Context: an optimization exercise on an open-source flow, tuned for small area and a short achievable clock period. The choices shown serve that exercise and are no tape-out recipe. Power figures rest on the tool's default switching activity, not on a simulated workload.

## run 1
## float_copro
module float_copro
   (
    input  logic        clk,
    input  logic        copro_valid,
    input  logic        copro_accept,
    input  logic [10:0] copro_opcode,
    input  logic [31:0] copro_op0,
    input  logic [31:0] copro_op1,
    output logic        copro_complete,
    output logic [31:0] copro_result
    );
   logic [31:0] a_r, b_r;
   logic        mul_r, as_r, sub_r;    
   logic [3:0]  cnt;           
   logic [19:0] lo_d, lo_r;
   logic        cy_d, cy_r;
   logic [11:0] hs_d, hc_d, hs_r, hc_r;
   float_copro_dp datapath (
      .a(a_r), .b(b_r), .mul(mul_r), .addsub(as_r), .sub(sub_r),
      .lo(lo_d), .lo_cy(cy_d), .hi_s(hs_d), .hi_c(hc_d)
   );
   always_ff @(posedge clk) begin
      a_r   <= copro_op0;
      b_r   <= copro_op1;
      mul_r <= copro_opcode[1:0] == 2'd2;
      as_r  <= !copro_opcode[1];
      sub_r <= copro_opcode[1:0] == 2'd1;
      lo_r  <= lo_d;
      cy_r  <= cy_d;
      hs_r  <= hs_d;
      hc_r  <= hc_d;
      if (!copro_valid || copro_accept)
         cnt <= 4'd0;
      else if (cnt != 4'd15)
         cnt <= cnt + 4'd1;
   end
   assign copro_complete = mul_r ? cnt >= 4'd2 : as_r ? cnt >= 4'd3 : cnt >= 4'd11;
   wire [12:0] hi = {hs_r, 1'b1} + {hc_r, cy_r};
   assign copro_result = {hi[12:1], lo_r};
endmodule
Settings: LEC_CHECK=0, CAP_MARGIN=20, CORE_MARGIN=2, CORE_UTILIZATION=40, SLEW_MARGIN=20; clock period 14.0 ns.
standard.sh (not shown) runs the stock make flow with config.mk's settings and CLKGATE_MAP_FILE= SYNTH_SCRIPT=/design/flow/synth_recipe.tcl, a recipe that flattens the netlist after the stock synthesis.
==> flow/flow/run.sh <==
#!/bin/bash
set -euo pipefail
MARGIN=${MARGIN:-9.0}
R=orfs/results/$FLOW_PLATFORM/float_copro/base
bash standard.sh synth > log_synth.txt 2>&1
python3 flow/fixinv.py $R/1_2_yosys.v $R/1_2_yosys_fixinv.v > log_fixinv.txt 2>&1
cp $R/1_2_yosys.v $R/1_2_yosys_orig.v
cp $R/1_2_yosys_fixinv.v $R/1_2_yosys.v
rm -f $R/1_synth.odb $R/1_synth.sdc
bash standard.sh synth > log_synth_odb.txt 2>&1
for step in floorplan place cts route finish; do
  bash standard.sh SETUP_SLACK_MARGIN=$MARGIN \
    "BUFFER_PORTS_ARGS=-buffer_cell sky130_fd_sc_hd__buf_1" $step > log_$step.txt 2>&1
done
Other scripts of this flow, unchanged in this note and not shown: flow/flow/fixinv.py
Changes in run 2 relative to run 1:
--- a/flow/design.v
+++ b/flow/design.v
@@ -1,16 +1,16 @@
 module float_copro_dp (
    input  logic [31:0] a,
    input  logic [31:0] b,
    input  logic        mul,     
    input  logic        addsub,      
    input  logic        sub,     
-   output logic [19:0] lo,
+   output logic [15:0] lo,
    output logic        lo_cy,
-   output logic [11:0] hi_s,
-   output logic [11:0] hi_c
+   output logic [15:0] hi_s,
+   output logic [15:0] hi_c
    );
    wire [15:0] one, two, neg;
    wire [31:0] c = a & {32{addsub}};
    genvar k;
    generate
       for (k = 0; k < 16; k = k + 1) begin : enc
@@ -1542,15 +1542,15 @@
    assign tx26 = tx24 ^ tx25;
    assign tx27 = tx26 ^ fc143;
    assign tx28 = tx27 ^ fc168;
    assign tx29 = tx28 ^ fc196;
    wire [31:0] rs = {tx29, fc195, fc194, fc193, fc192, fc191, fc190, fc189, fc188, fc187, fc186, fc185, fc184, fc183, fc182, fc181, fc180, fc179, fc178, fc177, fc176, fc175, fc174, fc173, fc172, fc171, fc170, hc29, hs29, hc28, hc27, pp0_0};
    wire [31:0] rc = {1'b0, fs196, fs195, fs194, fs193, fs192, fs191, fs190, fs189, fs188, fs187, fs186, fs185, fs184, fs183, fs182, fs181, fs180, fs179, fs178, fs177, fs176, fs175, fs174, fs173, fs172, fs171, fs170, fc169, fs169, hs28, hs27};
-   assign {lo_cy, lo} = {1'b0, rs[19:0]} + {1'b0, rc[19:0]};
-   assign hi_s = rs[31:20];
-   assign hi_c = rc[31:20];
+   assign {lo_cy, lo} = {1'b0, rs[15:0]} + {1'b0, rc[15:0]};
+   assign hi_s = rs[31:16];
+   assign hi_c = rc[31:16];
 endmodule
 module float_copro
    (
     input  logic        clk,
     input  logic        copro_valid,
     input  logic        copro_accept,
@@ -1560,15 +1560,15 @@
     output logic        copro_complete,
     output logic [31:0] copro_result
     );
    logic [31:0] a_r, b_r;
    logic        mul_r, as_r, sub_r;    
    logic [3:0]  cnt;           
-   logic [19:0] lo_d, lo_r;
+   logic [15:0] lo_d, lo_r;
    logic        cy_d, cy_r;
-   logic [11:0] hs_d, hc_d, hs_r, hc_r;
+   logic [15:0] hs_d, hc_d, hs_r, hc_r;
    float_copro_dp datapath (
       .a(a_r), .b(b_r), .mul(mul_r), .addsub(as_r), .sub(sub_r),
       .lo(lo_d), .lo_cy(cy_d), .hi_s(hs_d), .hi_c(hc_d)
    );
    always_ff @(posedge clk) begin
       a_r   <= copro_op0;
@@ -1583,9 +1583,9 @@
       if (!copro_valid || copro_accept)
          cnt <= 4'd0;
       else if (cnt != 4'd15)
          cnt <= cnt + 4'd1;
    end
    assign copro_complete = mul_r ? cnt >= 4'd2 : as_r ? cnt >= 4'd3 : cnt >= 4'd11;
-   wire [12:0] hi = {hs_r, 1'b1} + {hc_r, cy_r};
-   assign copro_result = {hi[12:1], lo_r};
+   wire [16:0] hi = {hs_r, 1'b1} + {hc_r, cy_r};
+   assign copro_result = {hi[16:1], lo_r};
 endmodule
### Flow results
Compared with run 1, run 2 shows number of optimization iterations in the first detailed-route pass lower by 1.
Compared with run 1, number of vias in the routed layout in run 2 increased by a few percent.
Status: filler cell count parity (run 1, run 2)
For clock-pin slew on the worst setup and hold paths, run 1 and run 2 come out practically identical.
From run 1 to run 2 the numbers moved as follows: post-route standard cell area excluding fillers now larger, largest driver fanout on the critical path saw a decrease.
Summary of the comparison: minimum clock period after layout is lower in run 2, relative to run 1.
On final routed wirelength across all metal layers, run 2 does worse than run 1.
Run 2 ends up with higher multi-input gate count than run 1 does.
Diff run 1 -> run 2: worst path setup slack after routing went up by 0.13 ns; post-layout total power went down by 140 µW; total routing resource utilization after global routing went up by 0.45 points; area overhead of the layout relative to synthesis went up by 2.1 points; total clock sinks went up by 3.5%.
Function was not checked in any run of this note: the RTL went through the layout flow alone.

[separate check: timing with driven ports]
No port has a modelled driver above. Below, the same layouts with a new extraction and two added sets of constraints. Step 1 sets driving cells, clkbuf_16 on the clock port and buf_2 on the other inputs (assumed; they add their load-dependent delay and slew). Step 2 adds t to the input delays and takes it off the output delays; t is the mean of the earliest and latest rising clock arrival at the registers after step 1. Input paths then give back, and output paths get back, about the clock's delay inside the block. Three values: no drivers, after step 1, after step 2; two values: the first two.
| run | t (ns) | slack for setup (ns) | worst hold slack (ns) |
|---|---|---|---|
| run 1 | 0.493 | 8.494 / 8.474 / 8.494 | 0.583 / 0.583 / 0.583 |
| run 2 | 0.492 | 8.621 / 8.596 / 8.621 | 0.558 / 0.558 / 0.558 |
After both steps every run listed still meets setup and hold.
